From an optimization exercise on the open Yosys and OpenROAD flow, aimed at small area and a short achievable clock period; shortcuts taken in it are not production practice.
Where RTL was checked, it was by simulation tests only, not by an equivalence proof against the original.
For runs 2 and 3, only the layout was checked, not whether the RTL still works.
Power figures rest on the tool's default switching activity, not on a simulated workload.

==> flow/design.v (outline; a module is shown in full before it is edited, if it fits) <==
// module s0_ok: 5 lines
// module s0_dif: 9 lines
// module s0_cmp: 19 lines
// module s0_misc: 17 lines
// module s0_em: 3 lines
// module s0_booth: 9 lines
// module add_s1: 26 lines
// module add_s2: 8 lines
// module add_s3: 15 lines
// module add_s4: 6 lines
// module mul_s1: 811 lines
// module mul_s2: 145 lines
// module csa_fa: 4 lines
// module csa_ha: 4 lines
// module booth_row: 7 lines
// module fp_addmul: 127 lines
module fp_addmul (
    input  wire        clk,
    input  wire        rst,
    input  wire        sub,
    input  wire [31:0] a,
    input  wire [31:0] b,
    output wire [31:0] add_result,
    output wire [31:0] mul_result
);
  // ...
==> flow/flow/run.sh <==
#!/bin/bash
# Layout flow: the standard flow (standard.sh: the standard synthesis and
# ORFS layout steps, unchanged), except that
#  - the port buffers that ORFS's buffer_ports inserts are buf_2 cells instead
#    of its default choice, and
#  - clock tree synthesis adds no dummy loads.
set -euo pipefail
export BUFFER_PORTS_ARGS="-buffer_cell sky130_fd_sc_hd__buf_2"
export CTS_ARGS="-sink_clustering_enable -repair_clock_nets -buf_list sky130_fd_sc_hd__clkbuf_16 -sink_clustering_size 30 -sink_clustering_max_diameter 80 -dont_use_dummy_load"
bash standard.sh > standard_flow.log 2>&1
==> flow/standard.sh <==
#!/bin/bash
# synth_recipe.tcl (not shown) runs the flow's synth.tcl, then flattens the netlist and writes it again
# the make line also repeats each setting of config.mk as NAME=value (left out here)
make -C /OpenROAD-flow-scripts/flow DESIGN_CONFIG=/design/flow/config.mk WORK_HOME=/design/flow/orfs CLKGATE_MAP_FILE= SYNTH_SCRIPT=/design/flow/synth_recipe.tcl "${@:-finish}"
==> flow/config.mk <==
export PLATFORM = sky130hd
export DESIGN_NAME = fp_addmul
export DESIGN_NICKNAME = fp_addmul
export VERILOG_FILES = /design/flow/design.v
export SDC_FILE = /design/flow/constraint.sdc
export NUM_CORES = 4
export LEC_CHECK = 0
export CAP_MARGIN = 20
export CORE_MARGIN = 2
export CORE_UTILIZATION = 62
export CTS_BUF_LIST = sky130_fd_sc_hd__clkbuf_16
export CTS_CLUSTER_DIAMETER = 80
export CTS_CLUSTER_SIZE = 30
export SETUP_SLACK_MARGIN = 5
export SLEW_MARGIN = 20
export SYNTH_HIERARCHICAL = 1
export SYNTH_MINIMUM_KEEP_SIZE = 0
==> flow/constraint.sdc <==
create_clock -name core_clock -period 10.0 [get_ports {clk}]
set_input_delay 2.0000 -clock core_clock [delete_from_list [all_inputs] [get_ports {clk}]]
set_output_delay 2.0000 -clock core_clock [all_outputs]
set_load 0.01 [all_outputs]
==> out/qor_table.md, run 1 <==
| Metric | Value |
| --- | --- |
| Critical path's most frequent cell | sky130_fd_sc_hd__fa_1 |
| Most used routing layer in global routing | met2 |
| Group drawing the most power | combinational logic |
| Average via count per standard cell | 6.46 |
| Clock-pin transition on the worst setup and hold timing paths | 0.11 ns |
| Total number of tap cells | 765 |
| Worst setup EP type | flip-flop |
| Total of max-cap violations | 0 |
| Cells after DPL | 4029 |
| Internal power consumption | 5880 µW |
| Minimum hold slack | 0.280 ns |
| FFs & Latches | 483 |
| Final core utilization | 63.7% |
| Area of the mapped netlist | 36100 µm² |
| Detailed-route via count | 26.2k |
| Global-route wire length before repair | 155000 µm |
| Floorplan die height | 245 µm |
| Remaining Overflow, GRT | 0 |
| Max Fanout on Critical Path | 18 |
| Run status | finished clean |
| Design Area, Final | 36700 µm² |
| Routed length on met2 | 45700 µm |
| Area growth from synthesis to final layout | 1.55% |
| Worst Hold Depth | 0 |
| Number of global-route vias before repair | 27.0k |
| Non-filler instance count after layout | 4058 |
| Crit path buf inv count | 1 |
==> module s0_dif, before the edit <==
module s0_dif (input [30:0] a, input [30:0] b, input sub, output [7:0] m);
    wire [7:0] ea = a[30:23];
    wire [7:0] eb = b[30:23];
    wire       z  = (b[22:0] == 23'd0);
    wire [7:0] y  = sub ? eb : ~eb;
    wire [7:0] t0 = ea + y;
    wire [8:0] t1 = {ea, 1'b1} + {y, 1'b1};
    assign m = (sub & z) ? t0 : t1[8:1];
endmodule
==> module add_s1, before the edit <==
module add_s1 (
    input  [22:0] a1, b1,
    input  [7:0]  d1,       
    input         gt1, gt1b, inv1,
    input  [4:0]  tz1,
    output [22:0] pa,       
    output [23:0] qs,       
    output        cin       
);
    wire [22:0] p   = gt1 ? b1 : a1;
    wire [22:0] q   = gt1 ? a1 : b1;      
    wire        ivp = inv1 & gt1;
    wire        ivq = inv1 & ~gt1;
    assign pa = p ^ {23{ivp}};
    wire [22:0] bx  = b1 ^ {23{ivq}};
    wire [7:0]  m   = gt1b ? d1 : ~d1;
    wire [23:0] tp  = gt1b ? {1'b1, a1} : {2'b01, bx[22:1]};
    wire [23:0] t0  = m[0] ? {1'b0, tp[23:1]} : tp;
    wire [23:0] t1  = m[1] ? {2'b0, t0[23:2]} : t0;
    wire [23:0] t2  = m[2] ? {4'b0, t1[23:4]} : t1;
    wire [23:0] t3  = m[3] ? {8'b0, t2[23:8]} : t2;
    wire [23:0] t4  = m[4] ? {16'b0, t3[23:16]} : t3;
    wire        big = (|m[7:5]) | (m[4] & m[3]) | (~gt1 & (m[4:0] == 5'd23));    
    assign qs = big ? 24'd0 : t4;
    assign cin = ivp | (ivq & ~big & (tz1 > m[4:0]));
endmodule
==> module mul_s2, before the edit <==
module mul_s2 (input [137:0] rows, output [24:0] p);
    wire mt_t100001;
    wire mt_t100002;
    wire mt_t100003;
    wire mt_t100004;
    wire mt_t100005;
    wire mt_t100006;
    wire mt_t100007;
    wire mt_t100008;
    wire mt_t100009;
    wire mt_t100010;
    wire mt_t100011;
    wire mt_t100012;
    wire mt_t100013;
    wire mt_t100014;
    wire mt_t100015;
    wire mt_t100016;
    wire mt_t100017;
    wire mt_t100018;
    wire mt_t100019;
    wire mt_t100020;
    wire mt_t100021;
    wire mt_t100022;
    wire mt_t100023;
    wire mt_t100024;
    wire mt_t100025;
    wire mt_t100026;
    wire mt_t100027;
    wire mt_t100028;
    wire mt_t100029;
    wire mt_t100030;
    wire mt_t100031;
    wire mt_t100032;
    wire mt_t100033;
    wire mt_t100034;
    wire mt_t100035;
    wire mt_t100036;
    wire mt_t100037;
    wire mt_t100038;
    wire mt_t100039;
    wire mt_t100040;
    wire mt_t100041;
    wire mt_t100042;
    wire mt_t100043;
    wire mt_t100044;
    wire mt_t100045;
    wire mt_t100046;
    wire mt_t100047;
    wire mt_t100048;
    wire mt_t100049;
    wire mt_t100050;
    wire mt_t100051;
    wire mt_t100052;
    wire mt_t100053;
    wire mt_t100054;
    wire mt_t100055;
    wire mt_t100056;
    wire mt_t100057;
    wire mt_t100058;
    wire mt_t100059;
    wire mt_t100060;
    wire mt_t100061;
    wire mt_t100062;
    wire mt_t100063;
    wire mt_t100064;
    wire mt_t100065;
    wire mt_t100066;
    wire mt_t100067;
    wire mt_t100068;
    wire mt_t100069;
    wire mt_t100070;
    wire mt_t100071;
    wire mt_t100072;
    wire mt_t100073;
    wire mt_t100074;
    wire mt_t100075;
    wire mt_t100076;
    wire mt_t100077;
    wire mt_t100078;
    wire mt_t100079;
    wire mt_t100080;
    wire mt_t100081;
    wire mt_t100082;
    wire mt_t100083;
    wire mt_t100084;
    wire mt_t100085;
    wire mt_t100086;
    wire mt_t100087;
    wire mt_t100088;
    wire mt_t100089;
    wire mt_t100090;
    wire mt_t100091;
    wire mt_t100092;
    csa_ha u_mt_t100001 (.a(rows[2]), .b(rows[48]), .s(mt_t100001), .co(mt_t100002));
    csa_ha u_mt_t100003 (.a(rows[3]), .b(rows[49]), .s(mt_t100003), .co(mt_t100004));
    csa_fa u_mt_t100005 (.a(rows[4]), .b(rows[50]), .c(rows[95]), .s(mt_t100005), .co(mt_t100006));
    csa_fa u_mt_t100007 (.a(rows[5]), .b(rows[51]), .c(rows[96]), .s(mt_t100007), .co(mt_t100008));
    csa_fa u_mt_t100009 (.a(rows[6]), .b(rows[52]), .c(rows[97]), .s(mt_t100009), .co(mt_t100010));
    csa_fa u_mt_t100011 (.a(rows[7]), .b(rows[53]), .c(rows[98]), .s(mt_t100011), .co(mt_t100012));
    csa_fa u_mt_t100013 (.a(rows[8]), .b(rows[54]), .c(rows[99]), .s(mt_t100013), .co(mt_t100014));
    csa_fa u_mt_t100015 (.a(rows[9]), .b(rows[55]), .c(rows[100]), .s(mt_t100015), .co(mt_t100016));
    csa_fa u_mt_t100017 (.a(rows[10]), .b(rows[56]), .c(rows[101]), .s(mt_t100017), .co(mt_t100018));
    csa_fa u_mt_t100019 (.a(rows[11]), .b(rows[57]), .c(rows[102]), .s(mt_t100019), .co(mt_t100020));
    csa_fa u_mt_t100021 (.a(rows[12]), .b(rows[58]), .c(rows[103]), .s(mt_t100021), .co(mt_t100022));
    csa_fa u_mt_t100023 (.a(rows[13]), .b(rows[59]), .c(rows[104]), .s(mt_t100023), .co(mt_t100024));
    csa_fa u_mt_t100025 (.a(rows[14]), .b(rows[60]), .c(rows[105]), .s(mt_t100025), .co(mt_t100026));
    csa_fa u_mt_t100027 (.a(rows[15]), .b(rows[61]), .c(rows[106]), .s(mt_t100027), .co(mt_t100028));
    csa_fa u_mt_t100029 (.a(rows[16]), .b(rows[62]), .c(rows[107]), .s(mt_t100029), .co(mt_t100030));
    csa_fa u_mt_t100031 (.a(rows[17]), .b(rows[63]), .c(rows[108]), .s(mt_t100031), .co(mt_t100032));
    csa_fa u_mt_t100033 (.a(rows[18]), .b(rows[64]), .c(rows[109]), .s(mt_t100033), .co(mt_t100034));
    csa_fa u_mt_t100035 (.a(rows[19]), .b(rows[65]), .c(rows[110]), .s(mt_t100035), .co(mt_t100036));
    csa_fa u_mt_t100037 (.a(rows[20]), .b(rows[66]), .c(rows[111]), .s(mt_t100037), .co(mt_t100038));
    csa_fa u_mt_t100039 (.a(rows[21]), .b(rows[67]), .c(rows[112]), .s(mt_t100039), .co(mt_t100040));
    csa_fa u_mt_t100041 (.a(rows[22]), .b(rows[68]), .c(rows[113]), .s(mt_t100041), .co(mt_t100042));
    csa_fa u_mt_t100043 (.a(rows[23]), .b(rows[69]), .c(rows[114]), .s(mt_t100043), .co(mt_t100044));
    csa_fa u_mt_t100045 (.a(rows[24]), .b(rows[70]), .c(rows[115]), .s(mt_t100045), .co(mt_t100046));
    csa_fa u_mt_t100047 (.a(rows[25]), .b(rows[71]), .c(rows[116]), .s(mt_t100047), .co(mt_t100048));
    csa_fa u_mt_t100049 (.a(rows[26]), .b(rows[72]), .c(rows[117]), .s(mt_t100049), .co(mt_t100050));
    csa_fa u_mt_t100051 (.a(rows[27]), .b(rows[73]), .c(rows[118]), .s(mt_t100051), .co(mt_t100052));
    csa_fa u_mt_t100053 (.a(rows[28]), .b(rows[74]), .c(rows[119]), .s(mt_t100053), .co(mt_t100054));
    csa_fa u_mt_t100055 (.a(rows[29]), .b(rows[75]), .c(rows[120]), .s(mt_t100055), .co(mt_t100056));
    csa_fa u_mt_t100057 (.a(rows[30]), .b(rows[76]), .c(rows[121]), .s(mt_t100057), .co(mt_t100058));
    csa_fa u_mt_t100059 (.a(rows[31]), .b(rows[77]), .c(rows[122]), .s(mt_t100059), .co(mt_t100060));
    csa_fa u_mt_t100061 (.a(rows[32]), .b(rows[78]), .c(rows[123]), .s(mt_t100061), .co(mt_t100062));
    csa_fa u_mt_t100063 (.a(rows[33]), .b(rows[79]), .c(rows[124]), .s(mt_t100063), .co(mt_t100064));
    csa_fa u_mt_t100065 (.a(rows[34]), .b(rows[80]), .c(rows[125]), .s(mt_t100065), .co(mt_t100066));
    csa_fa u_mt_t100067 (.a(rows[35]), .b(rows[81]), .c(rows[126]), .s(mt_t100067), .co(mt_t100068));
    csa_fa u_mt_t100069 (.a(rows[36]), .b(rows[82]), .c(rows[127]), .s(mt_t100069), .co(mt_t100070));
    csa_fa u_mt_t100071 (.a(rows[37]), .b(rows[83]), .c(rows[128]), .s(mt_t100071), .co(mt_t100072));
    csa_fa u_mt_t100073 (.a(rows[38]), .b(rows[84]), .c(rows[129]), .s(mt_t100073), .co(mt_t100074));
    csa_fa u_mt_t100075 (.a(rows[39]), .b(rows[85]), .c(rows[130]), .s(mt_t100075), .co(mt_t100076));
    csa_fa u_mt_t100077 (.a(rows[40]), .b(rows[86]), .c(rows[131]), .s(mt_t100077), .co(mt_t100078));
    csa_fa u_mt_t100079 (.a(rows[41]), .b(rows[87]), .c(rows[132]), .s(mt_t100079), .co(mt_t100080));
    csa_fa u_mt_t100081 (.a(rows[42]), .b(rows[88]), .c(rows[133]), .s(mt_t100081), .co(mt_t100082));
    csa_fa u_mt_t100083 (.a(rows[43]), .b(rows[89]), .c(rows[134]), .s(mt_t100083), .co(mt_t100084));
    csa_fa u_mt_t100085 (.a(rows[44]), .b(rows[90]), .c(rows[135]), .s(mt_t100085), .co(mt_t100086));
    csa_fa u_mt_t100087 (.a(rows[45]), .b(rows[91]), .c(rows[136]), .s(mt_t100087), .co(mt_t100088));
    csa_fa u_mt_t100089 (.a(rows[46]), .b(rows[92]), .c(rows[137]), .s(mt_t100089), .co(mt_t100090));
    assign mt_t100091 = 1'b1 ^ rows[93];
    assign mt_t100092 = 1'b1 & rows[93];
    wire [47:0] r0 = {mt_t100091, mt_t100088, mt_t100086, mt_t100084, mt_t100082, mt_t100080, mt_t100078, mt_t100076, mt_t100074, mt_t100072, mt_t100070, mt_t100068, mt_t100066, mt_t100064, mt_t100062, mt_t100060, mt_t100058, mt_t100056, mt_t100054, mt_t100052, mt_t100050, mt_t100048, mt_t100046, mt_t100044, mt_t100042, mt_t100040, mt_t100038, mt_t100036, mt_t100034, mt_t100032, mt_t100030, mt_t100028, mt_t100026, mt_t100024, mt_t100022, mt_t100020, mt_t100018, mt_t100016, mt_t100014, mt_t100012, mt_t100010, mt_t100008, mt_t100006, mt_t100004, mt_t100002, rows[94], rows[1], rows[0]};
    wire [47:0] r1 = {mt_t100090, mt_t100089, mt_t100087, mt_t100085, mt_t100083, mt_t100081, mt_t100079, mt_t100077, mt_t100075, mt_t100073, mt_t100071, mt_t100069, mt_t100067, mt_t100065, mt_t100063, mt_t100061, mt_t100059, mt_t100057, mt_t100055, mt_t100053, mt_t100051, mt_t100049, mt_t100047, mt_t100045, mt_t100043, mt_t100041, mt_t100039, mt_t100037, mt_t100035, mt_t100033, mt_t100031, mt_t100029, mt_t100027, mt_t100025, mt_t100023, mt_t100021, mt_t100019, mt_t100017, mt_t100015, mt_t100013, mt_t100011, mt_t100009, mt_t100007, mt_t100005, mt_t100003, mt_t100001, 1'b0, rows[47]};
    wire [47:0] s  = r0 + r1;
    assign p = s[47:23];
endmodule
==> module fp_addmul, before the edit <==
module fp_addmul (
    input  wire        clk,
    input  wire        rst,
    input  wire        sub,
    input  wire [31:0] a,
    input  wire [31:0] b,
    output wire [31:0] add_result,
    output wire [31:0] mul_result
);
    wire       ok0, gt0, eq0, inv0, sa0, sm0;
    wire [7:0] em0;
    wire [4:0] tz0;
    wire [7:0] d0;
    wire [11:0] one0, two0;
    s0_ok    u_s0_ok   (.a(a[30:0]), .b(b[30:0]), .ok(ok0));
    s0_dif   u_s0_dif  (.a(a[30:0]), .b(b[30:0]), .sub(sub), .m(d0));
    s0_em    u_s0_em   (.a(a[30:0]), .b(b[30:0]), .em(em0));
    s0_cmp   u_s0_cmp  (.a(a[30:0]), .b(b[30:0]), .sub(sub), .gt(gt0), .eq(eq0));
    s0_misc  u_s0_misc (.a(a), .b(b), .sub(sub), .sa(sa0), .sm(sm0), .inv(inv0), .tz(tz0));
    s0_booth u_s0_booth (.f(b[22:0]), .one(one0), .two(two0));
    reg [22:0] a1, b1;
    reg [7:0]  ea1, em1;
    reg [7:0]  d1;
    reg        gt1, eq1, inv1, sa1, sm1;
    reg [4:0]  tz1;
    reg [11:0] one1, two1;
    reg        ok1;
    reg [22:0] a1m;
    reg        gt1b;
    always @(posedge clk or posedge rst) begin
        if (rst) begin
            ok1 <= 1'b0; a1 <= 23'd0; gt1 <= 1'b0;
        end else begin
            ok1 <= ok0; a1 <= a[22:0]; gt1 <= gt0;
        end
    end
    always @(posedge clk) begin
        a1m <= a[22:0]; b1 <= b[22:0]; ea1 <= a[30:23]; d1 <= d0; em1 <= em0;
        gt1b <= gt0; eq1 <= eq0; inv1 <= inv0; sa1 <= sa0; sm1 <= sm0; tz1 <= tz0;
        one1 <= one0; two1 <= two0;
    end
    wire [22:0] pa1;
    wire [23:0] qs1;
    wire        cin1;
    add_s1 u_add_s1 (.a1(a1), .b1(b1), .d1(d1), .gt1(gt1), .gt1b(gt1b), .inv1(inv1), .tz1(tz1),
                     .pa(pa1), .qs(qs1), .cin(cin1));
    wire [137:0] rows1;
    mul_s1 u_mul_s1 (.a1(a1), .a1m(a1m), .b1(b1), .bone(one1), .btwo(two1), .rows(rows1));
    reg [23:0] ma2, mb2;
    reg        c2;
    reg [7:0]  ea2;
    reg        sa2;
    reg        mz2, nz2;
    always @(posedge clk or posedge rst) begin
        if (rst) begin
            ma2 <= 24'd0; mb2 <= 24'd0; c2 <= 1'b0; ea2 <= 8'd0; sa2 <= 1'b0;
            mz2 <= 1'b0; nz2 <= 1'b0;
        end else begin
            if (!ok1) begin
                ma2 <= 24'd0; mb2 <= 24'd0; c2 <= 1'b0;
            end else if (!eq1) begin
                ma2 <= {1'b1, pa1}; mb2 <= qs1; c2 <= cin1;
            end
            ea2 <= ok1 ? ea1 : 8'd0;
            sa2 <= ok1 & sa1;
            mz2 <= !ok1;            
            nz2 <= 1'b1;            
        end
    end
    reg [7:0]  em2;
    reg        sm2;
    reg [137:0] rows2;
    always @(posedge clk) begin
        em2 <= em1;
        sm2 <= sm1;
        rows2 <= rows1;
    end
    wire [23:0] s2;
    add_s2 u_add_s2 (.ma(ma2), .mb(mb2), .c(c2), .s(s2));
    wire [24:0] p2;
    mul_s2 u_mul_s2 (.rows(rows2), .p(p2));
    reg [23:0] s3;
    reg [7:0]  ea3;
    reg        sa3, v3, mz3, nz3;
    always @(posedge clk or posedge rst) begin
        if (rst) begin
            s3 <= 24'd0; ea3 <= 8'd0; sa3 <= 1'b0; v3 <= 1'b0; mz3 <= 1'b0; nz3 <= 1'b0;
        end else begin
            s3 <= s2; ea3 <= ea2; sa3 <= sa2; v3 <= 1'b1; mz3 <= mz2; nz3 <= nz2;
        end
    end
    reg [24:0] p3;
    reg [7:0]  em3;
    reg        sm3;
    always @(posedge clk) begin
        p3 <= p2; em3 <= em2; sm3 <= sm2;
    end
    wire [23:0] mc3;
    wire [4:0]  lz3;
    add_s3 u_add_s3 (.s(s3), .mc(mc3), .lzo(lz3));
    wire [31:0] mr3 = !nz3 ? 32'd0 : mz3 ? 32'h3f800000 :
                      {sm3, em3 + {7'd0, p3[24]}, p3[24] ? p3[23:1] : p3[22:0]};
    reg [23:0] mc4;
    reg [4:0]  lz4;
    reg [7:0]  ea4;
    reg        sa4, v4;
    reg [31:0] mr4;
    always @(posedge clk or posedge rst) begin
        if (rst) begin
            mc4 <= 24'd0; lz4 <= 5'd0; ea4 <= 8'd0; sa4 <= 1'b0; v4 <= 1'b0; mr4 <= 32'd0;
        end else begin
            mc4 <= mc3; lz4 <= lz3; ea4 <= ea3; sa4 <= sa3; v4 <= v3; mr4 <= mr3;
        end
    end
    wire [22:0] m4;
    wire [7:0]  ef4;
    add_s4 u_add_s4 (.mc(mc4), .lz(lz4), .e(ea4), .v(v4), .m(m4), .ef(ef4));
    reg [31:0] ar5;
    always @(posedge clk or posedge rst) begin
        if (rst)
            ar5 <= 32'd0;
        else
            ar5 <= {sa4, ef4, m4};
    end
    assign add_result = ar5;
    assign mul_result = mr4;
endmodule
==> run 2, diff against run 1 <==
--- a/flow/design.v
+++ b/flow/design.v
@@ -5,5 +5,5 @@
     assign ok = !(inf_a || inf_b);
 endmodule
-module s0_dif (input [30:0] a, input [30:0] b, input sub, output [7:0] m);
+module s0_dif (input [30:0] a, input [30:0] b, input sub, input gt, output [7:0] m);
     wire [7:0] ea = a[30:23];
     wire [7:0] eb = b[30:23];
@@ -12,5 +12,6 @@
     wire [7:0] t0 = ea + y;
     wire [8:0] t1 = {ea, 1'b1} + {y, 1'b1};
-    assign m = (sub & z) ? t0 : t1[8:1];
+    wire [7:0] d = (sub & z) ? t0 : t1[8:1];
+    assign m = d ^ {8{~gt}};
 endmodule
 module s0_cmp (input [30:0] a, input [30:0] b, input sub, output gt, output eq);
@@ -78,5 +79,5 @@
     assign pa = p ^ {23{ivp}};
     wire [22:0] bx  = b1 ^ {23{ivq}};
-    wire [7:0]  m   = gt1b ? d1 : ~d1;
+    wire [7:0]  m   = d1;
     wire [23:0] tp  = gt1b ? {1'b1, a1} : {2'b01, bx[22:1]};
     wire [23:0] t0  = m[0] ? {1'b0, tp[23:1]} : tp;
@@ -935,5 +936,5 @@
 endmodule
 `timescale 1ns / 1ps
-module mul_s2 (input [137:0] rows, output [24:0] p);
+module mul_s2 (input [137:0] rows, output [24:0] h0, output [24:0] h1, output c23);
     wire mt_t100001;
     wire mt_t100002;
@@ -1077,6 +1078,8 @@
     wire [47:0] r0 = {mt_t100091, mt_t100088, mt_t100086, mt_t100084, mt_t100082, mt_t100080, mt_t100078, mt_t100076, mt_t100074, mt_t100072, mt_t100070, mt_t100068, mt_t100066, mt_t100064, mt_t100062, mt_t100060, mt_t100058, mt_t100056, mt_t100054, mt_t100052, mt_t100050, mt_t100048, mt_t100046, mt_t100044, mt_t100042, mt_t100040, mt_t100038, mt_t100036, mt_t100034, mt_t100032, mt_t100030, mt_t100028, mt_t100026, mt_t100024, mt_t100022, mt_t100020, mt_t100018, mt_t100016, mt_t100014, mt_t100012, mt_t100010, mt_t100008, mt_t100006, mt_t100004, mt_t100002, rows[94], rows[1], rows[0]};
     wire [47:0] r1 = {mt_t100090, mt_t100089, mt_t100087, mt_t100085, mt_t100083, mt_t100081, mt_t100079, mt_t100077, mt_t100075, mt_t100073, mt_t100071, mt_t100069, mt_t100067, mt_t100065, mt_t100063, mt_t100061, mt_t100059, mt_t100057, mt_t100055, mt_t100053, mt_t100051, mt_t100049, mt_t100047, mt_t100045, mt_t100043, mt_t100041, mt_t100039, mt_t100037, mt_t100035, mt_t100033, mt_t100031, mt_t100029, mt_t100027, mt_t100025, mt_t100023, mt_t100021, mt_t100019, mt_t100017, mt_t100015, mt_t100013, mt_t100011, mt_t100009, mt_t100007, mt_t100005, mt_t100003, mt_t100001, 1'b0, rows[47]};
-    wire [47:0] s  = r0 + r1;
-    assign p = s[47:23];
+    wire [23:0] lo = {1'b0, r0[22:0]} + {1'b0, r1[22:0]};
+    assign c23 = lo[23];
+    assign h0 = r0[47:23];
+    assign h1 = r1[47:23];
 endmodule
 `timescale 1ns / 1ps
@@ -1114,5 +1117,5 @@
     wire [11:0] one0, two0;
     s0_ok    u_s0_ok   (.a(a[30:0]), .b(b[30:0]), .ok(ok0));
-    s0_dif   u_s0_dif  (.a(a[30:0]), .b(b[30:0]), .sub(sub), .m(d0));
+    s0_dif   u_s0_dif  (.a(a[30:0]), .b(b[30:0]), .sub(sub), .gt(gt0), .m(d0));
     s0_em    u_s0_em   (.a(a[30:0]), .b(b[30:0]), .em(em0));
     s0_cmp   u_s0_cmp  (.a(a[30:0]), .b(b[30:0]), .sub(sub), .gt(gt0), .eq(eq0));
@@ -1178,6 +1181,7 @@
     wire [23:0] s2;
     add_s2 u_add_s2 (.ma(ma2), .mb(mb2), .c(c2), .s(s2));
-    wire [24:0] p2;
-    mul_s2 u_mul_s2 (.rows(rows2), .p(p2));
+    wire [24:0] h0_2, h1_2;
+    wire        c23_2;
+    mul_s2 u_mul_s2 (.rows(rows2), .h0(h0_2), .h1(h1_2), .c23(c23_2));
     reg [23:0] s3;
     reg [7:0]  ea3;
@@ -1190,13 +1194,16 @@
         end
     end
-    reg [24:0] p3;
+    reg [24:0] h0_3, h1_3;
+    reg        c23_3;
     reg [7:0]  em3;
     reg        sm3;
     always @(posedge clk) begin
-        p3 <= p2; em3 <= em2; sm3 <= sm2;
+        h0_3 <= h0_2; h1_3 <= h1_2; c23_3 <= c23_2; em3 <= em2; sm3 <= sm2;
     end
     wire [23:0] mc3;
     wire [4:0]  lz3;
     add_s3 u_add_s3 (.s(s3), .mc(mc3), .lzo(lz3));
+    wire [25:0] p3w = {h0_3, c23_3} + {h1_3, c23_3};
+    wire [24:0] p3  = p3w[25:1];
     wire [31:0] mr3 = !nz3 ? 32'd0 : mz3 ? 32'h3f800000 :
                       {sm3, em3 + {7'd0, p3[24]}, p3[24] ? p3[23:1] : p3[22:0]};
==> flow/flow/run.sh (replaced) <==
#!/bin/bash
# Layout flow: the standard flow (standard.sh: the standard synthesis and
# ORFS layout steps, unchanged), except that the port buffers that ORFS's
# buffer_ports inserts are buf_2 cells instead of its default choice.
set -euo pipefail
export BUFFER_PORTS_ARGS="-buffer_cell sky130_fd_sc_hd__buf_2"
bash standard.sh > standard_flow.log 2>&1
--- a/flow/config.mk
+++ b/flow/config.mk
@@ -9,7 +9,5 @@
 export CORE_MARGIN = 2
 export CORE_UTILIZATION = 62
-export CTS_BUF_LIST = sky130_fd_sc_hd__clkbuf_16
-export CTS_CLUSTER_DIAMETER = 80
-export CTS_CLUSTER_SIZE = 30
+export CTS_BUF_LIST = sky130_fd_sc_hd__clkbuf_8
 export SETUP_SLACK_MARGIN = 5
 export SLEW_MARGIN = 20
==> out/qor_table.md, run 2 <==
| Metric | Value | Change |
| --- | --- | --- |
| Required time of the worst setup path | 10.59 ns | was 10.47 ns |
| End of the worst register-to-register path | mr4[29] | was rows2[115] |
| Number of buffers added for setup after CTS | 0 | unchanged |
| Detailed-route via count | 25.5k | was 26.2k |
| Max Fanout on Critical Path | 11 | was 18 |
| Clock-pin transition on the worst setup and hold timing paths | 0.06 ns | was 0.11 ns |
| Average via count per standard cell | 6.28 | was 6.46 |
| Initial antenna violation count | 2 | was 1 |
| Sum Neg Setup Slack | 0 ns | unchanged |
| Initial core utilization | 62.8% | was 62.7% |
| Worst hold-check path type | flip-flop to flip-flop | unchanged |
| Largest registers | rows2 x138, ar5 x32, mr4 x32 | unchanged |
| Syn Area/Cell | 11.1 µm² | was 10.7 µm² |
| Commonest cells after routing, fill and taps aside | sky130_fd_sc_hd__xnor2_1, sky130_fd_sc_hd__dfxtp_1, sky130_fd_sc_hd__fa_1 | was sky130_fd_sc_hd__xnor2_1, sky130_fd_sc_hd__fa_1, sky130_fd_sc_hd__dfxtp_1 |
| Fraction of final layout cells with drive strength greater than 1 | 19.8% | was 16.2% |
| Core area | 57800 µm² | was 57600 µm² |
| Total global routing track utilization | 32.7% | was 33.1% |
| Run status | finished clean | unchanged |
| Sort of element at the start of the critical path | input pin | was flip-flop |
| Routed wire length | 97900 µm | was 100000 µm |
| Number of flip-flops under the largest register name | 138 | unchanged |
| Crit Path Category | input pin to flip-flop | was flip-flop to flip-flop |
| Number of global-route vias before repair | 26.8k | was 27.0k |
| Register share of total power | 31.4% | was 26.8% |
| Combinational power share | 48.7% | was 63.3% |
| Crit share post-route | 37.9% | was 37.7% |
| Number of clock sinks | 509 | was 483 |
| Areal power density over the cells | 267 nW/µm² | was 308 nW/µm² |
| Number of nets in the final layout | 3719 | was 3784 |
| Post-detailed-route wirelength per cell | 24.1 µm | was 24.7 µm |
| Part of the power in the clock network | 19.8% | was 9.8% |
| Post-route DRC | 0 | unchanged |
| Minimum hold slack | 0.303 ns | was 0.280 ns |
| Final Slew Violations | 0 | unchanged |
| Internal power consumption | 6030 µW | was 5880 µW |
| Buffer type at the clock tree root | sky130_fd_sc_hd__clkbuf_8 | was sky130_fd_sc_hd__clkbuf_16 |
| Worst-skew pair later-pin latency | 0.69 ns | was 0.62 ns |
| Shortest clock period the worst path allows after layout | 3.79 ns | was 3.77 ns |
| Clock tree from TritonCTS | built | unchanged |
| Hold-fix buffers at CTS | 0 | unchanged |
| Global-route wire length before repair | 152000 µm | was 155000 µm |
| Sw Ratio | 40.1% | was 47.9% |
| Most common library cell in the layout ignoring fill and taps | sky130_fd_sc_hd__xnor2_1 | unchanged |
| Cell count after synthesis | 3286 | was 3378 |
| Setup violators final | 0 | unchanged |
| Antenna violation net count after detailed routing | 0 | unchanged |
| Beginning of the critical path | a[24] | was a1[15] |
| Area of the mapped netlist | 36300 µm² | was 36100 µm² |
| IR drop worst, VDD | 0.000192 V | was 0.000339 V |
| Total of max-cap violations | 0 | unchanged |
| Number of ports placed on the die boundary | 131 | unchanged |
| Number of endpoints with negative hold slack in the final report | 0 | unchanged |
| H-tree depth reported by CTS | 3 | was 1 |
| Maximum count of clock buffers along a single path | 3 | unchanged |
| Fmax | 264 MHz | was 265 MHz |
| Worst setup EP type | flip-flop | unchanged |
| Area enclosed by the die boundary | 60500 µm² | was 60200 µm² |
| Inserted Clock Buffers | 84 | was 28 |
| Total of warnings raised by yosys | 9 | unchanged |
| Worst setup endpoint | d1[7] | was rows2[115] |
| Post-Syn Nets | 3777 | was 3867 |
| Worst Path Arrival | 4.38 ns | was 4.24 ns |
| Area growth from synthesis to final layout | 3.94% | was 1.55% |
| Floorplan die height | 246 µm | was 245 µm |
| Worst Hold Depth | 0 | unchanged |
| Routability-driven placement congestion ratio | 0.959 | was 0.928 |
| Number of detailed-route iterations in the first pass | 5 | was 9 |
| Worst Clk Skew | 0.0275 ns | was 0.0620 ns |
| DRT iter0 DRCs | 2434 | was 2397 |
| Std cell rows | 88 | unchanged |
| Reg2Reg Setup Slack | 6.29 ns | was 6.23 ns |
| I/O Buffers | 130 | unchanged |
| Maximum number of pins on one net before global-route repair | 77 | was 155 |
| Reg-to-Reg Start | h0_3[9] | was a1[15] |
| DP Wirelength | 64600 µm | was 70100 µm |
| Remaining Overflow, GRT | 0 | unchanged |
| Leak | 0.0155 µW | was 0.0149 µW |
| Post-cts resize count | 0 | unchanged |
| Layout filler cell count | 4550 | was 4720 |
| Depth of the worst register-to-register path | 15 | was 7 |
| Relative slew slack | 32.3% | was 20.2% |
| RSZ-0062 raised after global routing | no | unchanged |
| Transition time of the tightest slew-check pin | 1.02 ns | was 1.20 ns |
| Net Sw Power | 4050 µW | was 5400 µW |
| Multi-input gate area | 21800 µm² | was 22600 µm² |
| X dimension of the die | 246 µm | was 245 µm |
| Top reg by flops | rows2 | unchanged |
| Total area of sequential cells | 11300 µm² | was 10800 µm² |
[run 2: critical path, stage by stage]
cell and delay (ns):
sky130_fd_sc_hd__buf_2 0.26, sky130_fd_sc_hd__inv_1 0.08, sky130_fd_sc_hd__ha_1 0.38, sky130_fd_sc_hd__a21o_1 0.14, sky130_fd_sc_hd__nand3_1 0.10, sky130_fd_sc_hd__a21oi_1 0.17
sky130_fd_sc_hd__o31ai_1 0.08, sky130_fd_sc_hd__o211ai_1 0.45, sky130_fd_sc_hd__buf_4 0.27, sky130_fd_sc_hd__xnor2_1 0.14, sky130_fd_sc_hd__xnor2_1 0.16, sky130_fd_sc_hd__xnor2_1 0.14
[run 2: metrics by stage]
step / std cells / cell area [µm²] / setup slack, ns / util, % / power, µW
2_1_floorplan: 3286 / 36300 / 5.12 / - / 7630
3_3_place_gp: 3906 / 35800 / 5.31 / 62.0 / 7910
3_5_place_dp: 3906 / 35800 / 5.30 / 62.0 / 8030
4_1_cts: 4061 / 37700 / 6.03 / 65.3 / 10100
5_1_grt: 4064 / 37700 / 6.00 / 65.3 / 10800
6_report: 4064 / 37700 / 6.21 / 65.3 / 10100
[run 2: area by class of cell]
| class | instances | share of cell area, % |
|---|---|---|
| Multi-Input combinational cell | 2281 | 57.9 |
| Clock buffer | 104 | 3.79 |
| Timing Repair Buffer | 194 | 3.00 |
| Clock inverter | 51 | 1.22 |
| Antenna cell | 2 | 0.0133 |
| Inverter | 158 | 1.58 |
| Tap cell | 765 | 2.54 |
| Sequential cell | 509 | 30.0 |
[run 2: power groups by stage]
stage	logic (µW)	registers, µW	clock network, µW
finish	4910	3170	2000
floorplan	4490	3150	0
global placement	4720	3190	0
detailed placement	4820	3210	0
global route	5400	3240	2150
CTS	4860	3170	2050
[run 2: how the worst min path moves through the flow]
| stage | startpoint | endpoint |
|---|---|---|
| 3_3_place_gp | em1[4] | em2[4] |
| 5_1_grt | sm1 | sm2 |
| 6_report | sm1 | sm2 |
| 2_1_floorplan | em1[0] | em2[0] |
| 4_1_cts | sm1 | sm2 |
| 3_5_place_dp | em1[1] | em2[1] |
[run 2: routing by layer]
| metal | GRT usage (%) | share of wire (%) | wire length, µm | up-vias |
|---|---|---|---|---|
| met3 | 7.23 | 8.7 | 8550 | 301 |
| li1 | - | - | - | 11200 |
| met4 | 13.9 | 3.9 | 3850 | 0 |
| met5 | 0 | 0 | 0 | - |
| met1 | 43.0 | 41 | 40300 | 12700 |
| met2 | 52.1 | 46 | 45300 | 1361 |
==> run 3, diff against run 2 <==
--- a/flow/design.v
+++ b/flow/design.v
@@ -5,5 +5,5 @@
     assign ok = !(inf_a || inf_b);
 endmodule
-module s0_dif (input [30:0] a, input [30:0] b, input sub, input gt, output [7:0] m);
+module s0_dif (input [30:0] a, input [30:0] b, input sub, output [7:0] m);
     wire [7:0] ea = a[30:23];
     wire [7:0] eb = b[30:23];
@@ -12,6 +12,5 @@
     wire [7:0] t0 = ea + y;
     wire [8:0] t1 = {ea, 1'b1} + {y, 1'b1};
-    wire [7:0] d = (sub & z) ? t0 : t1[8:1];
-    assign m = d ^ {8{~gt}};
+    assign m = (sub & z) ? t0 : t1[8:1];
 endmodule
 module s0_cmp (input [30:0] a, input [30:0] b, input sub, output gt, output eq);
@@ -79,5 +78,5 @@
     assign pa = p ^ {23{ivp}};
     wire [22:0] bx  = b1 ^ {23{ivq}};
-    wire [7:0]  m   = d1;
+    wire [7:0]  m   = gt1b ? d1 : ~d1;
     wire [23:0] tp  = gt1b ? {1'b1, a1} : {2'b01, bx[22:1]};
     wire [23:0] t0  = m[0] ? {1'b0, tp[23:1]} : tp;
@@ -1083,4 +1082,11 @@
     assign h1 = r1[47:23];
 endmodule
+module mul_s3 (input [24:0] h0, input [24:0] h1, input c23, input [7:0] e, input s,
+               input mz, input nz, output [31:0] r);
+    wire [25:0] pw = {h0, c23} + {h1, c23};
+    wire [24:0] p  = pw[25:1];
+    assign r = !nz ? 32'd0 : mz ? 32'h3f800000 :
+               {s, e + {7'd0, p[24]}, p[24] ? p[23:1] : p[22:0]};
+endmodule
 `timescale 1ns / 1ps
 module csa_fa (input a, input b, input c, output s, output co);
@@ -1117,5 +1123,5 @@
     wire [11:0] one0, two0;
     s0_ok    u_s0_ok   (.a(a[30:0]), .b(b[30:0]), .ok(ok0));
-    s0_dif   u_s0_dif  (.a(a[30:0]), .b(b[30:0]), .sub(sub), .gt(gt0), .m(d0));
+    s0_dif   u_s0_dif  (.a(a[30:0]), .b(b[30:0]), .sub(sub), .m(d0));
     s0_em    u_s0_em   (.a(a[30:0]), .b(b[30:0]), .em(em0));
     s0_cmp   u_s0_cmp  (.a(a[30:0]), .b(b[30:0]), .sub(sub), .gt(gt0), .eq(eq0));
@@ -1204,8 +1210,6 @@
     wire [4:0]  lz3;
     add_s3 u_add_s3 (.s(s3), .mc(mc3), .lzo(lz3));
-    wire [25:0] p3w = {h0_3, c23_3} + {h1_3, c23_3};
-    wire [24:0] p3  = p3w[25:1];
-    wire [31:0] mr3 = !nz3 ? 32'd0 : mz3 ? 32'h3f800000 :
-                      {sm3, em3 + {7'd0, p3[24]}, p3[24] ? p3[23:1] : p3[22:0]};
+    wire [31:0] mr3;
+    mul_s3 u_mul_s3 (.h0(h0_3), .h1(h1_3), .c23(c23_3), .e(em3), .s(sm3), .mz(mz3), .nz(nz3), .r(mr3));
     reg [23:0] mc4;
     reg [4:0]  lz4;
==> flow/flow/run.sh (replaced) <==
#!/bin/bash
# Layout flow: the standard flow (standard.sh: the standard synthesis and
# ORFS layout steps, unchanged), except that
#  - the port buffers that ORFS's buffer_ports inserts are buf_2 cells instead
#    of its default choice, and
#  - clock tree synthesis adds no dummy loads.
set -euo pipefail
export BUFFER_PORTS_ARGS="-buffer_cell sky130_fd_sc_hd__buf_2"
export CTS_ARGS="-sink_clustering_enable -repair_clock_nets -buf_list sky130_fd_sc_hd__clkbuf_8 -sink_clustering_size 20 -sink_clustering_max_diameter 50 -dont_use_dummy_load"
bash standard.sh > standard_flow.log 2>&1
--- a/flow/config.mk
+++ b/flow/config.mk
@@ -10,4 +10,6 @@
 export CORE_UTILIZATION = 62
 export CTS_BUF_LIST = sky130_fd_sc_hd__clkbuf_8
+export CTS_CLUSTER_DIAMETER = 50
+export CTS_CLUSTER_SIZE = 20
 export SETUP_SLACK_MARGIN = 5
 export SLEW_MARGIN = 20
==> out/qor_table.md, run 3 <==
| Metric | Value | Change |
| --- | --- | --- |
| Post-detailed-route wirelength per cell | 24.3 µm | was 24.1 µm |
| X dimension of the die | 246 µm | about the same |
| Fraction of final layout cells with drive strength greater than 1 | 17.5% | was 19.8% |
| Shortest clock period the worst path allows after layout | 3.75 ns | was 3.79 ns |
| Number of detailed-route iterations in the first pass | 7 | was 5 |
| Chain of cells forming the critical path | ha_1 > a21oi_2 > o21ai_1 > or2_1 > o21ai_2 > a211oi_2 > o2111ai_1 > nand3_4 > inv_2 > ha_1 > ha_1 > and3_1 > nand3_1 > xor2_1 > a21boi_0 | was buf_2 > inv_1 > ha_1 > a21o_1 > nand3_1 > a21oi_1 > o31ai_1 > o211ai_1 > buf_4 > xnor2_1 > xnor2_1 > xnor2_1 |
| Total of max-cap violations | 0 | unchanged |
| Std cell rows | 88 | unchanged |
| Worst setup EP type | flip-flop | unchanged |
| Cell count after synthesis | 3323 | was 3286 |
| Area growth from synthesis to final layout | 0.604% | was 3.94% |
| Final WS setup | 6.25 ns | was 6.21 ns |
| Required time of the worst setup path | 10.61 ns | was 10.59 ns |
| Number of endpoints with negative hold slack in the final report | 0 | unchanged |
| Largest registers | rows2 x138, ar5 x32, mr4 x32 | unchanged |
| Core area | 57900 µm² | was 57800 µm² |
| Top reg by flops | rows2 | unchanged |
| Post-Syn Nets | 3813 | was 3777 |
| Remaining Overflow, GRT | 0 | unchanged |
| Setup violators final | 0 | unchanged |
| Initial antenna violation count | 4 | was 2 |
| Number of nets in the final layout | 3717 | was 3719 |
| Layout filler cell count | 4725 | was 4550 |
| Hold-fix buffers at CTS | 0 | unchanged |
| Routed wire length | 97000 µm | was 97900 µm |
| Crit share post-route | 37.5% | was 37.9% |
| Post-cts resize count | 0 | unchanged |
| Crit Path Category | flip-flop to flip-flop | was input pin to flip-flop |
| Routability-driven placement congestion ratio | 0.914 | was 0.959 |
| Floorplan die height | 246 µm | about the same |
| Net Sw Power | 3810 µW | was 4050 µW |
| Initial core utilization | 62.9% | was 62.8% |
| Kind of cell with the highest combined delay on the critical path | compound AO/OA/AOI/OAI gates | unchanged |
| Crit path buf inv count | 1 | was 3 |
| Worst hold-check path type | flip-flop to flip-flop | unchanged |
| Relative slew slack | 34.0% | was 32.3% |
| Worst-skew pair later-pin latency | 0.71 ns | was 0.69 ns |
| Clock tree from TritonCTS | built | unchanged |
| Area of the mapped netlist | 36500 µm² | was 36300 µm² |
| End of the worst register-to-register path | mr4[29] | unchanged |
| Syn Area/Cell | 11.0 µm² | was 11.1 µm² |
| Average via count per standard cell | 6.31 | was 6.28 |
| Most common library cell in the layout ignoring fill and taps | sky130_fd_sc_hd__xnor2_1 | unchanged |
| Total of warnings raised by yosys | 9 | unchanged |
| Max Fanout on Critical Path | 23 | was 11 |
| Total global routing track utilization | 32.3% | was 32.7% |
| Part of the power in the clock network | 12.8% | was 19.8% |
| Number of clock sinks | 509 | unchanged |
| Areal power density over the cells | 248 nW/µm² | was 267 nW/µm² |
| Reg2Reg Setup Slack | 6.25 ns | was 6.29 ns |
| Critical path's most frequent cell | sky130_fd_sc_hd__ha_1 | was sky130_fd_sc_hd__xnor2_1 |
| Buffer type at the clock tree root | sky130_fd_sc_hd__clkbuf_8 | unchanged |
| Worst path depth | 15 | was 12 |
| Post-route DRC | 0 | unchanged |
| Number of buffers added for setup after CTS | 0 | unchanged |
| Final total power | 9110 µW | was 10100 µW |
| Worst Path Arrival | 4.35 ns | was 4.38 ns |
| Global-route wire length before repair | 151000 µm | was 152000 µm |
| Worst setup endpoint | mr4[29] | was d1[7] |
| Cell at the slowest stage of the critical path | sky130_fd_sc_hd__nand3_4 | was sky130_fd_sc_hd__o211ai_1 |
| Leak | 0.0150 µW | was 0.0155 µW |
| Number of flip-flops under the largest register name | 138 | unchanged |
| Commonest cells after routing, fill and taps aside | sky130_fd_sc_hd__xnor2_1, sky130_fd_sc_hd__dfxtp_1, sky130_fd_sc_hd__fa_1 | unchanged |
| Reg-to-Reg Start | h0_3[5] | was h0_3[9] |
| Sum Neg Setup Slack | 0 ns | unchanged |
| Beginning of the critical path | h0_3[5] | was a[24] |
| Maximum number of pins on one net before global-route repair | 176 | was 77 |
| Clock-pin transition on the worst setup and hold timing paths | 0.10 ns | was 0.06 ns |
| Area enclosed by the die boundary | 60700 µm² | was 60500 µm² |
| I/O Buffers | 130 | unchanged |
| Max stage delay on crit path | 0.39 ns | was 0.45 ns |
| Worst Clk Skew | 0.107 ns | was 0.0275 ns |
| Number of ports placed on the die boundary | 131 | unchanged |
| Inserted Clock Buffers | 55 | was 84 |
| RSZ-0062 raised after global routing | no | unchanged |
| Run status | finished clean | unchanged |
| Register share of total power | 34.6% | was 31.4% |
| Transition time of the tightest slew-check pin | 0.990 ns | was 1.02 ns |
| H-tree depth reported by CTS | 2 | was 3 |
| Fmax | 267 MHz | was 264 MHz |
| IR drop worst, VDD | 0.000209 V | was 0.000192 V |
| DP Wirelength | 64300 µm | was 64600 µm |
| Maximum count of clock buffers along a single path | 3 | unchanged |
| Number of global-route vias before repair | 26.2k | was 26.8k |
| Post-placement setup slack | 5.94 ns | was 5.30 ns |
| Internal power consumption | 5290 µW | was 6030 µW |
| Sw Ratio | 41.9% | was 40.1% |
| Depth of the worst register-to-register path | 15 | unchanged |
| Detailed-route via count | 25.2k | was 25.5k |
| DRT iter0 DRCs | 2248 | was 2434 |
| Combinational power share | 52.7% | was 48.7% |
| Final Slew Violations | 0 | unchanged |
| Sort of element at the start of the critical path | flip-flop | was input pin |
| Antenna violation net count after detailed routing | 0 | unchanged |
-- run 3: changes by cell type in the layout (fill, tap and decap cells not counted), moves of 9 or more --
| cell | previous run | this run |
|---|---|---|
| sky130_fd_sc_hd__a21o_1 | 22 | 31 |
| sky130_fd_sc_hd__a21oi_1 | 129 | 146 |
| sky130_fd_sc_hd__clkbuf_8 | 104 | 55 |
| sky130_fd_sc_hd__clkinv_2 | 11 | 0 |
| sky130_fd_sc_hd__inv_1 | 176 | 131 |
| sky130_fd_sc_hd__mux2i_1 | 108 | 129 |
| sky130_fd_sc_hd__mux4_2 | 24 | 13 |
| sky130_fd_sc_hd__nand2_1 | 152 | 163 |
| sky130_fd_sc_hd__o21ai_0 | 57 | 71 |
| sky130_fd_sc_hd__xnor2_1 | 388 | 370 |
| sky130_fd_sc_hd__xor2_1 | 53 | 71 |
-- run 3: how the worst min path moves through the flow --
| stage | startpoint | to | slack [ns] | cells past startpoint |
|---|---|---|---|---|
| after floorplan | em1[0] | em2[0] | 0.31 | 0 |
| after global placement | em1[4] | em2[4] | 0.31 | 0 |
| after detailed placement | em2[3] | em3[3] | 0.31 | 0 |
| after CTS | em2[2] | em3[2] | 0.29 | 0 |
| after global routing | em2[2] | em3[2] | 0.28 | 0 |
| final | em2[2] | em3[2] | 0.29 | 0 |
-- run 3: per-stage QoR --
stage | std cells | utilization (%) | hold WS (ns) | instance area (µm²)
after floorplan | 3323 | - | 0.310 | 36500
after global placement | 3934 | 62.0 | 0.310 | 35900
after detailed placement | 3934 | 62.0 | 0.312 | 35900
after CTS | 3989 | 63.3 | 0.287 | 36600
after global routing | 3991 | 63.3 | 0.282 | 36700
final | 3992 | 63.3 | 0.286 | 36700
-- run 3: final cells by class --
class	instances	area (µm²)	share of cell area, %
Antenna cell	2	5.00	0.0136
Clock buffer	55	757	2.06
Sequential cell	509	11300	30.9
Inverter	135	510	1.39
Tap cell	765	957	2.61
Timing Repair Buffer	192	1150	3.13
Multi-Input combinational cell	2334	22000	59.9
-- run 3: layer usage --
metal	track usage [%]	part of all wire (%)
met2	50.5	45
met1	44.3	43
met4	12.1	3.8
met5	0	0
met3	6.56	8.5
-- run 3: power by group through the flow --
stage               sequential, µW  combinational (µW)  clock [µW]
floorplan                     3130                4530           0
global placement              3180                4570           0
detailed placement            3190                4710           0
CTS                           3150                4730        1200
global route                  3220                5310        1280
finish                        3150                4800        1160
-- run 3: worst reg2reg max path, cell delays in order, from the launching register on --
cell and delay (ns):
sky130_fd_sc_hd__dfxtp_1 0.31, sky130_fd_sc_hd__ha_1 0.36, sky130_fd_sc_hd__a21oi_2 0.21, sky130_fd_sc_hd__o21ai_1 0.11
sky130_fd_sc_hd__or2_1 0.26, sky130_fd_sc_hd__o21ai_2 0.21, sky130_fd_sc_hd__a211oi_2 0.16, sky130_fd_sc_hd__o2111ai_1 0.32
sky130_fd_sc_hd__nand3_4 0.39, sky130_fd_sc_hd__inv_2 0.32, sky130_fd_sc_hd__ha_1 0.24, sky130_fd_sc_hd__ha_1 0.18
sky130_fd_sc_hd__and3_1 0.20, sky130_fd_sc_hd__nand3_1 0.11, sky130_fd_sc_hd__xor2_1 0.15, sky130_fd_sc_hd__a21boi_0 0.18

## separate check: timing with driven ports
Ports are ideal in the flow. The routed layouts listed here were re-timed in OpenROAD. Step 1 (the two cells are an assumption about what drives the block):
set clk [get_ports {clk}]
set_driving_cell -lib_cell sky130_fd_sc_hd__clkbuf_16 $clk
set_driving_cell -lib_cell sky130_fd_sc_hd__buf_2 [delete_from_list [all_inputs] $clk]
Step 2, shift: input delay + t, output delay - t, t = (earliest + latest rising clock arrival at the registers) / 2. This alone moves slack from input paths to output paths. a / b / c = ideal / step 1 / step 2; a / b = the first two.
run | t (ns) | setup slack, ns | hold slack, ns | slew at the worst register clock pin (ns) | worst data-port slew with drivers (ns)
run 1 | 0.653 | 6.227 / 6.227 / 5.914 | 0.280 / 0.280 / 0.280 | 0.11 / 0.11 | 0.05
run 2 | 0.733 | 6.211 / 6.241 / 5.508 | 0.303 / 0.303 / 0.303 | 0.07 / 0.07 | 0.03
run 3 | 0.724 | 6.251 / 6.251 / 5.945 | 0.286 / 0.286 / 0.286 | 0.11 / 0.11 | 0.04
After both steps every run listed still meets setup and hold. For run 2, which loses most, drivers alone change the setup slack by +0.030 ns; drivers and shift together by -0.703 ns.
